Context: an optimization exercise on an open-source flow, tuned for small area, a short achievable clock period and few clock cycles. The choices shown serve that exercise and are no tape-out recipe. In this exercise RTL edits were held to simulation tests only and were not proved equivalent to the original. No activity file was given, so power comes from the tool's default toggle rates.

==> module rsm_cpu, before the edit <==
module rsm_cpu(clk, reset, mem_rdata, mem_cmd, mem_addr, mem_wdata, halted);
  input clk, reset;
  input [15:0] mem_rdata;
  output [1:0] mem_cmd;
  output [8:0] mem_addr;
  output [15:0] mem_wdata;
  output halted;
  reg [15:0] R [0:7];       
  reg [8:0]  fpc;           
  reg        fv;            
  reg [8:0]  link;          
  reg        fN, fV, fZ;    
  reg        halt_q;
  reg        w_ld;          
  reg [2:0]  ld_rd;
  reg [15:0] A_q;           
  reg [15:0] B_q;           
  reg [2:0]  e_wd;          
  reg [1:0]  e_sh;
  reg [7:0]  e_imm8;
  reg        e_we;          
  reg        e_ldr, e_str, e_cmp;
  reg        s_imm, s_mov, s_add, s_and, s_mvn, s_link;   
  reg        wA, wB;        
  wire        e_go = !w_ld;                
  reg  [15:0] B;                           
  always @(*)
    case (e_sh)
      2'b00: B = B_q;
      2'b01: B = {B_q[14:0], 1'b0};
      2'b10: B = {1'b0, B_q[15:1]};
      default: B = {B_q[0], B_q[15:1]};
    endcase
  wire [15:0] sum = A_q + B;
  wire [15:0] dlo = {1'b0, A_q[14:0]} + {1'b0, ~B[14:0]} + 16'd1;
  wire ca15 = sum[15] ^ A_q[15] ^ B[15];
  wire cs15 = dlo[15];
  wire [15:0] res  = ({16{s_imm}}  & {{8{e_imm8[7]}}, e_imm8}) |
                     ({16{s_mov}}  & B) |
                     ({16{s_add}}  & sum) |
                     ({16{s_and}}  & (A_q & B)) |
                     ({16{s_mvn}}  & ~B) |
                     ({16{s_link}} & {7'b0, link});
  wire nN = A_q[15] ^ ~B[15] ^ cs15;
  wire nZ = (A_q == B);
  wire nV = (A_q[15] == B[15]) ? (ca15 != A_q[15]) : (cs15 != A_q[15]);
  wire [8:0] ea;
  ea_add u_ea(A_q[8:0], e_imm8[4:0], ea);
  wire e_mem = e_go & (e_ldr | e_str);
  assign mem_cmd   = halt_q ? 2'b00 : (e_go & e_str) ? 2'b01 : 2'b10;
  assign mem_addr  = e_mem ? ea : fpc;
  assign mem_wdata = B_q;
  assign halted    = halt_q;
  wire fetch = !halt_q & !e_mem;
  wire e_wr  = e_go & e_we;                
  wire [15:0] I = mem_rdata;
  wire [2:0]  opc = I[15:13];
  wire d_b    = (opc == 3'b001);
  wire d_bl   = (opc == 3'b010) &  I[12];    
  wire d_bx   = (opc == 3'b010) & ~I[12];
  wire d_halt = (opc == 3'b111);
  wire d_str  = (opc == 3'b100);
  wire d_ldr  = (opc == 3'b011);
  wire d_movi = (opc == 3'b110) &  I[12];
  wire d_movr = (opc == 3'b110) & ~I[12];
  wire d_alu  = (opc == 3'b101);            
  wire [2:0] rn = I[10:8];
  wire [2:0] rb = d_str ? I[7:5] : I[2:0];
  wire fA = e_wr & (e_wd == rn);
  wire fB = e_wr & (d_str ? (e_wd == I[7:5]) : (e_wd == I[2:0]));
  wire [15:0] Ain = ({16{w_ld}} & mem_rdata) | ({16{~w_ld & fA}} & res) |
                    ({16{~w_ld & ~fA}} & R[rn]);
  wire [15:0] Bin = ({16{w_ld}} & mem_rdata) | ({16{~w_ld & fB}} & res) |
                    ({16{~w_ld & ~fB}} & R[rb]);
  wire cmp_now = e_go & e_cmp;
  function cnd(input [2:0] c, input n, input v, input z);
    case (c)
      3'b000: cnd = 1'b1;
      3'b001: cnd = z;
      3'b010: cnd = ~z;
      3'b011: cnd = n ^ v;
      3'b100: cnd = (n ^ v) | z;
      default: cnd = 1'b0;
    endcase
  endfunction
  wire cond_old = cnd(I[10:8], fN, fV, fZ);
  wire cond_new = cnd(I[10:8], nN, nV, nZ);
  wire taken = (fv & (d_bl | d_bx)) |
               (fv & d_b & (cmp_now ? cond_new : cond_old));
  wire [8:0] boff = fpc + {I[7], I[7:0]};
  wire [8:0] target = d_bx ? link : boff;
  always @(posedge clk) begin
    if (reset) begin
      fpc <= 9'd0;
      fv <= 1'b0;
      halt_q <= 1'b0;
      w_ld <= 1'b0;
      e_we <= 1'b0; e_ldr <= 1'b0; e_str <= 1'b0; e_cmp <= 1'b0;
    end else begin
      if (taken) fpc <= target;
      else if (fetch) fpc <= fpc + 9'd1;
      fv <= fetch & ~taken;
      if (fv & d_bl) link <= fpc;
      if (fv & d_halt) halt_q <= 1'b1;
      w_ld <= e_go & e_ldr;
      if (e_go & e_ldr) ld_rd <= e_wd;
      if (fv) begin
        e_wd   <= (d_movi | d_bl) ? I[10:8] : I[7:5];
        e_sh   <= I[4:3];
        e_imm8 <= I[7:0];
        e_we   <= d_movi | d_movr | (d_alu & (I[12:11] != 2'b01)) | d_bl;
        e_ldr  <= d_ldr;
        e_str  <= d_str;
        e_cmp  <= d_alu & (I[12:11] == 2'b01);
        s_imm  <= d_movi;
        s_mov  <= d_movr;
        s_add  <= d_alu & (I[12:11] == 2'b00);
        s_and  <= d_alu & (I[12:11] == 2'b10);
        s_mvn  <= d_alu & (I[12:11] == 2'b11);
        s_link <= d_bl;
      end else if (e_go) begin
        e_we <= 1'b0; e_ldr <= 1'b0; e_str <= 1'b0; e_cmp <= 1'b0;
      end
      if (cmp_now) begin fN <= nN; fV <= nV; fZ <= nZ; end
    end
  end
  always @(posedge clk) begin
    if (fv | (w_ld & wA)) A_q <= Ain;
    if (fv | (w_ld & wB)) B_q <= Bin;
    if (fv) begin
      wA  <= e_go & e_ldr & (e_wd == rn);
      wB  <= e_go & e_ldr & (e_wd == rb);
    end
  end
  always @(posedge clk) begin
    if (w_ld) R[ld_rd] <= mem_rdata;
    else if (e_wr) R[e_wd] <= res;
  end
endmodule
Settings: LEC_CHECK=0, CAP_MARGIN=20, CORE_MARGIN=2, CORE_UTILIZATION=40, CTS_CLUSTER_DIAMETER=100, CTS_CLUSTER_SIZE=30, SETUP_SLACK_MARGIN=4, SLEW_MARGIN=20, TNS_END_PERCENT=5; clock period 8.0 ns.
run.sh (not shown) runs the stock make flow with config.mk's settings and CLKGATE_MAP_FILE= SYNTH_SCRIPT=/design/flow/synth_recipe.tcl, a recipe that flattens the netlist after the stock synthesis.
Testbench counts at the start, summed over its fixed seeds: cycles 76,740.
Next try:
--- a/flow/design.v
+++ b/flow/design.v
@@ -77,30 +77,30 @@
   wire d_movr = (opc == 3'b110) & ~I[12];
   wire d_alu  = (opc == 3'b101);            
   wire [2:0] rn = I[10:8];
   wire [2:0] rb = d_str ? I[7:5] : I[2:0];
   wire fA = e_wr & (e_wd == rn);
-  wire fB = e_wr & (d_str ? (e_wd == I[7:5]) : (e_wd == I[2:0]));
+  wire fB = e_wr & (e_wd == rb);
   wire [15:0] Ain = ({16{w_ld}} & mem_rdata) | ({16{~w_ld & fA}} & res) |
                     ({16{~w_ld & ~fA}} & R[rn]);
   wire [15:0] Bin = ({16{w_ld}} & mem_rdata) | ({16{~w_ld & fB}} & res) |
                     ({16{~w_ld & ~fB}} & R[rb]);
   wire cmp_now = e_go & e_cmp;
-  function cnd(input [2:0] c, input n, input v, input z);
-    case (c)
-      3'b000: cnd = 1'b1;
-      3'b001: cnd = z;
-      3'b010: cnd = ~z;
-      3'b011: cnd = n ^ v;
-      3'b100: cnd = (n ^ v) | z;
-      default: cnd = 1'b0;
+  wire cN = cmp_now ? nN : fN;
+  wire cV = cmp_now ? nV : fV;
+  wire cZ = cmp_now ? nZ : fZ;
+  reg cond;
+  always @(*)
+    case (I[10:8])
+      3'b000: cond = 1'b1;
+      3'b001: cond = cZ;
+      3'b010: cond = ~cZ;
+      3'b011: cond = cN ^ cV;
+      3'b100: cond = (cN ^ cV) | cZ;
+      default: cond = 1'b0;
     endcase
-  endfunction
-  wire cond_old = cnd(I[10:8], fN, fV, fZ);
-  wire cond_new = cnd(I[10:8], nN, nV, nZ);
-  wire taken = (fv & (d_bl | d_bx)) |
-               (fv & d_b & (cmp_now ? cond_new : cond_old));
+  wire taken = fv & ((d_b & cond) | d_bl | d_bx);
   wire [8:0] boff = fpc + {I[7], I[7:0]};
   wire [8:0] target = d_bx ? link : boff;
   always @(posedge clk) begin
     if (reset) begin
       fpc <= 9'd0;
The changed run completed with no timing, DRC or antenna violations.
Routed wire length came out lower by 1.1%.
Synthesized area came out higher by 0.49%.
Clock-buffer cell count is unchanged.
Setup slack gains 180 ps.
Cell area came out higher by 1.2%.
Final cell count came out higher by 1.4%.
Core utilization came out lower by 0.28 points.
Via count came out higher by 1.9%.
Total power came out higher by 2.9%.
Sequential power hardly moves.
Die area came out higher by 0.48%.
Register-to-register slack gains 50 ps.
Worst hold slack gains 41 ps.
Testbench counts after the change, summed over its fixed seeds: cycles 76,740.


## wip/maple
rsm_cpu with an RTL version that a note above also has.
For scale: roughly 1,200 cells after synthesis, roughly 210 flip-flops, about 46 I/O pins, ~13,000 um2 of cells after synthesis.
==> module ea_add, before the edit <==
module ea_add(base, imm5, ea);
  input  [8:0] base;
  input  [4:0] imm5;
  output [8:0] ea;
  wire [5:0] lo = {1'b0, base[4:0]} + {1'b0, imm5};
  wire [3:0] hi = base[8:5];
  wire [3:0] hi_inc = hi + 4'd1;
  wire [3:0] hi_dec = hi - 4'd1;
  wire up = lo[5] & ~imm5[4];
  wire dn = ~lo[5] & imm5[4];
  assign ea = {up ? hi_inc : dn ? hi_dec : hi, lo[4:0]};
endmodule
==> module rsm_cpu, before the edit <==
module rsm_cpu(clk, reset, mem_rdata, mem_cmd, mem_addr, mem_wdata, halted);
  input clk, reset;
  input [15:0] mem_rdata;
  output [1:0] mem_cmd;
  output [8:0] mem_addr;
  output [15:0] mem_wdata;
  output halted;
  reg [15:0] R [0:7];       
  reg [8:0]  fpc;           
  reg        fv;            
  reg [8:0]  link;          
  reg        fN, fV, fZ;    
  reg        halt_q;
  reg        w_ld;          
  reg [2:0]  ld_rd;
  reg [15:0] A_q;           
  reg [15:0] B_q;           
  reg [2:0]  e_wd;          
  reg [1:0]  e_sh;
  reg [7:0]  e_imm8;
  reg        e_we;          
  reg        e_ldr, e_str, e_cmp;
  reg        s_imm, s_mov, s_add, s_and, s_mvn, s_link;   
  reg        wA, wB;        
  wire        e_go = !w_ld;                
  reg  [15:0] B;                           
  always @(*)
    case (e_sh)
      2'b00: B = B_q;
      2'b01: B = {B_q[14:0], 1'b0};
      2'b10: B = {1'b0, B_q[15:1]};
      default: B = {B_q[0], B_q[15:1]};
    endcase
  wire [15:0] sum = A_q + B;
  wire [15:0] dlo = {1'b0, A_q[14:0]} + {1'b0, ~B[14:0]} + 16'd1;
  wire ca15 = sum[15] ^ A_q[15] ^ B[15];
  wire cs15 = dlo[15];
  wire [15:0] res  = ({16{s_imm}}  & {{8{e_imm8[7]}}, e_imm8}) |
                     ({16{s_mov}}  & B) |
                     ({16{s_add}}  & sum) |
                     ({16{s_and}}  & (A_q & B)) |
                     ({16{s_mvn}}  & ~B) |
                     ({16{s_link}} & {7'b0, link});
  wire nN = A_q[15] ^ ~B[15] ^ cs15;
  wire nZ = (A_q == B);
  wire nV = (A_q[15] == B[15]) ? (ca15 != A_q[15]) : (cs15 != A_q[15]);
  wire [8:0] ea;
  ea_add u_ea(A_q[8:0], e_imm8[4:0], ea);
  wire e_mem = e_go & (e_ldr | e_str);
  assign mem_cmd   = halt_q ? 2'b00 : (e_go & e_str) ? 2'b01 : 2'b10;
  assign mem_addr  = e_mem ? ea : fpc;
  assign mem_wdata = B_q;
  assign halted    = halt_q;
  wire fetch = !halt_q & !e_mem;
  wire e_wr  = e_go & e_we;                
  wire [15:0] I = mem_rdata;
  wire [2:0]  opc = I[15:13];
  wire d_b    = (opc == 3'b001);
  wire d_bl   = (opc == 3'b010) &  I[12];    
  wire d_bx   = (opc == 3'b010) & ~I[12];
  wire d_halt = (opc == 3'b111);
  wire d_str  = (opc == 3'b100);
  wire d_ldr  = (opc == 3'b011);
  wire d_movi = (opc == 3'b110) &  I[12];
  wire d_movr = (opc == 3'b110) & ~I[12];
  wire d_alu  = (opc == 3'b101);            
  wire [2:0] rn = I[10:8];
  wire [2:0] rb = d_str ? I[7:5] : I[2:0];
  wire fA = e_wr & (e_wd == rn);
  wire fB = e_wr & (e_wd == rb);
  wire [15:0] Ain = ({16{w_ld}} & mem_rdata) | ({16{~w_ld & fA}} & res) |
                    ({16{~w_ld & ~fA}} & R[rn]);
  wire [15:0] Bin = ({16{w_ld}} & mem_rdata) | ({16{~w_ld & fB}} & res) |
                    ({16{~w_ld & ~fB}} & R[rb]);
  wire cmp_now = e_go & e_cmp;
  wire cN = cmp_now ? nN : fN;
  wire cV = cmp_now ? nV : fV;
  wire cZ = cmp_now ? nZ : fZ;
  reg cond;
  always @(*)
    case (I[10:8])
      3'b000: cond = 1'b1;
      3'b001: cond = cZ;
      3'b010: cond = ~cZ;
      3'b011: cond = cN ^ cV;
      3'b100: cond = (cN ^ cV) | cZ;
      default: cond = 1'b0;
    endcase
  wire taken = fv & ((d_b & cond) | d_bl | d_bx);
  wire [8:0] boff = fpc + {I[7], I[7:0]};
  wire [8:0] target = d_bx ? link : boff;
  always @(posedge clk) begin
    if (reset) begin
      fpc <= 9'd0;
      fv <= 1'b0;
      halt_q <= 1'b0;
      w_ld <= 1'b0;
      e_we <= 1'b0; e_ldr <= 1'b0; e_str <= 1'b0; e_cmp <= 1'b0;
    end else begin
      if (taken) fpc <= target;
      else if (fetch) fpc <= fpc + 9'd1;
      fv <= fetch & ~taken;
      if (fv & d_bl) link <= fpc;
      if (fv & d_halt) halt_q <= 1'b1;
      w_ld <= e_go & e_ldr;
      if (e_go & e_ldr) ld_rd <= e_wd;
      if (fv) begin
        e_wd   <= (d_movi | d_bl) ? I[10:8] : I[7:5];
        e_sh   <= I[4:3];
        e_imm8 <= I[7:0];
        e_we   <= d_movi | d_movr | (d_alu & (I[12:11] != 2'b01)) | d_bl;
        e_ldr  <= d_ldr;
        e_str  <= d_str;
        e_cmp  <= d_alu & (I[12:11] == 2'b01);
        s_imm  <= d_movi;
        s_mov  <= d_movr;
        s_add  <= d_alu & (I[12:11] == 2'b00);
        s_and  <= d_alu & (I[12:11] == 2'b10);
        s_mvn  <= d_alu & (I[12:11] == 2'b11);
        s_link <= d_bl;
      end else if (e_go) begin
        e_we <= 1'b0; e_ldr <= 1'b0; e_str <= 1'b0; e_cmp <= 1'b0;
      end
      if (cmp_now) begin fN <= nN; fV <= nV; fZ <= nZ; end
    end
  end
  always @(posedge clk) begin
    if (fv | (w_ld & wA)) A_q <= Ain;
    if (fv | (w_ld & wB)) B_q <= Bin;
    if (fv) begin
      wA  <= e_go & e_ldr & (e_wd == rn);
      wB  <= e_go & e_ldr & (e_wd == rb);
    end
  end
  always @(posedge clk) begin
    if (w_ld) R[ld_rd] <= mem_rdata;
    else if (e_wr) R[e_wd] <= res;
  end
endmodule
Settings: LEC_CHECK=0, CAP_MARGIN=20, CORE_MARGIN=2, CORE_UTILIZATION=40, CTS_CLUSTER_DIAMETER=100, CTS_CLUSTER_SIZE=30, SETUP_SLACK_MARGIN=4, SLEW_MARGIN=20, TNS_END_PERCENT=1; clock period 8.0 ns.
standard.sh (not shown) runs the stock make flow with config.mk's settings and CLKGATE_MAP_FILE= SYNTH_SCRIPT=/design/flow/synth_recipe.tcl, a recipe that flattens the netlist after the stock synthesis.
==> flow/flow/run.sh <==
#!/bin/bash
# The standard layout, with the input and output port buffers made from
# plain buffers (sky130_fd_sc_hd__buf_1) instead of the delay cells
# buffer_ports picks by default. Every port is still buffered.
set -euo pipefail
cd "$(dirname "$0")/.."
export BUFFER_PORTS_ARGS="-buffer_cell sky130_fd_sc_hd__buf_1"
bash standard.sh > standard_flow.log 2>&1
Testbench counts of wip/maple, summed over its fixed seeds: cycles 76,740.
[inputs] wip/zinc vs wip/maple
diff --git a/flow/design.v b/flow/design.v
--- a/flow/design.v
+++ b/flow/design.v
@@ -1,15 +1,23 @@
 module ea_add(base, imm5, ea);
   input  [8:0] base;
   input  [4:0] imm5;
   output [8:0] ea;
-  wire [5:0] lo = {1'b0, base[4:0]} + {1'b0, imm5};
+  wire [4:0] g = base[4:0] & imm5;
+  wire [4:0] p = base[4:0] ^ imm5;
+  wire c1 = g[0];
+  wire c2 = g[1] | (p[1] & g[0]);
+  wire g32 = g[3] | (p[3] & g[2]);
+  wire p32 = p[3] & p[2];
+  wire c3 = g[2] | (p[2] & c2);
+  wire c4 = g32 | (p32 & c2);
+  wire c5 = g[4] | (p[4] & g32) | (p[4] & p32 & c2);
+  wire [4:0] lo = p ^ {c4, c3, c2, c1, 1'b0};
   wire [3:0] hi = base[8:5];
-  wire [3:0] hi_inc = hi + 4'd1;
-  wire [3:0] hi_dec = hi - 4'd1;
-  wire up = lo[5] & ~imm5[4];
-  wire dn = ~lo[5] & imm5[4];
-  assign ea = {up ? hi_inc : dn ? hi_dec : hi, lo[4:0]};
+  wire s = imm5[4];
+  wire [3:0] hi_c1 = s ? hi : hi + 4'd1;        
+  wire [3:0] hi_c0 = s ? hi - 4'd1 : hi;        
+  assign ea = {c5 ? hi_c1 : hi_c0, lo};
 endmodule
 module rsm_cpu(clk, reset, mem_rdata, mem_cmd, mem_addr, mem_wdata, halted);
   input clk, reset;
   input [15:0] mem_rdata;
@@ -78,28 +86,28 @@
   wire d_alu  = (opc == 3'b101);            
   wire [2:0] rn = I[10:8];
   wire [2:0] rb = d_str ? I[7:5] : I[2:0];
   wire fA = e_wr & (e_wd == rn);
-  wire fB = e_wr & (e_wd == rb);
+  wire fB = e_wr & (d_str ? (e_wd == I[7:5]) : (e_wd == I[2:0]));
   wire [15:0] Ain = ({16{w_ld}} & mem_rdata) | ({16{~w_ld & fA}} & res) |
                     ({16{~w_ld & ~fA}} & R[rn]);
   wire [15:0] Bin = ({16{w_ld}} & mem_rdata) | ({16{~w_ld & fB}} & res) |
                     ({16{~w_ld & ~fB}} & R[rb]);
   wire cmp_now = e_go & e_cmp;
-  wire cN = cmp_now ? nN : fN;
-  wire cV = cmp_now ? nV : fV;
-  wire cZ = cmp_now ? nZ : fZ;
-  reg cond;
-  always @(*)
-    case (I[10:8])
-      3'b000: cond = 1'b1;
-      3'b001: cond = cZ;
-      3'b010: cond = ~cZ;
-      3'b011: cond = cN ^ cV;
-      3'b100: cond = (cN ^ cV) | cZ;
-      default: cond = 1'b0;
+  function cnd(input [2:0] c, input n, input v, input z);
+    case (c)
+      3'b000: cnd = 1'b1;
+      3'b001: cnd = z;
+      3'b010: cnd = ~z;
+      3'b011: cnd = n ^ v;
+      3'b100: cnd = (n ^ v) | z;
+      default: cnd = 1'b0;
     endcase
-  wire taken = fv & ((d_b & cond) | d_bl | d_bx);
+  endfunction
+  wire cond_old = cnd(I[10:8], fN, fV, fZ);
+  wire cond_new = cnd(I[10:8], nN, nV, nZ);
+  wire taken = (fv & (d_bl | d_bx)) |
+               (fv & d_b & (cmp_now ? cond_new : cond_old));
   wire [8:0] boff = fpc + {I[7], I[7:0]};
   wire [8:0] target = d_bx ? link : boff;
   always @(posedge clk) begin
     if (reset) begin
--- outcome ---
- On wip/zinc: first-pass GRT wire length is 1.0% lower than what wip/maple gave.
- Cmp wip/zinc and wip/maple / number of logic inverters in the finished layout / lower: wip/zinc
- Between wip/zinc and wip/maple, the difference in share of synthesized cell area in full adder, half adder and majority cells is negligible.
- Between wip/maple and wip/zinc, overall power of the completed layout decreased.
- On wip/zinc: worst hold slack is 0.097 ns lower than what wip/maple gave.
- wip/maple → wip/zinc: growth of design area from synthesis to finish fell by 1.1 points, routed length per placed instance saw an increase.
- The sequential share of layout area of wip/zinc exceeds that of wip/maple by 1.2 points.
- wip/zinc ended up with a lower combinational cell power than wip/maple did.
- The run showing the smaller setup slack is wip/maple.
- The final layout from wip/zinc, which completed every stage, passed the timing, DRC and antenna checks at the end of the flow.
- Going from wip/maple to wip/zinc, length of routed met2 wiring roughly the same; routability congestion estimate from global placement went down 2.0%.
Testbench counts of wip/zinc, summed over its fixed seeds: cycles 76,740.

static timing again, ports no longer ideal:
The results above use ideal ports. As a check the final layouts listed here were re-extracted and re-timed, cells and wires unchanged.
Step 1 sets driving cells, clkbuf_16 on the clock port and buf_2 on the other inputs (assumed; they add their load-dependent delay and slew).
Step 2 adds t to the input delays and takes it off the output delays; t is the mean of the earliest and latest rising clock arrival at the registers after step 1. Input paths then give back, and output paths get back, about the clock's delay inside the block.
Three values: no drivers, after step 1, after step 2; two values: the first two.
| run | shift t [ns] | setup slack, ns | cell pins on the clock port's net |
|---|---|---|---|
| the first run of note 1 | 0.526 | 3.546 / 3.496 / 3.458 | 1 |
| the second run of note 1 | 0.525 | 3.721 / 3.671 / 3.451 | 1 |
| wip/maple | 0.524 | 3.710 / 3.660 / 3.365 | 1 |
| wip/zinc | 0.528 | 3.744 / 3.694 / 3.290 | 1 |
After both steps setup and hold are still met in every run listed. For wip/zinc, which loses most, drivers alone change the setup slack by -0.050 ns; drivers and shift together by -0.454 ns.
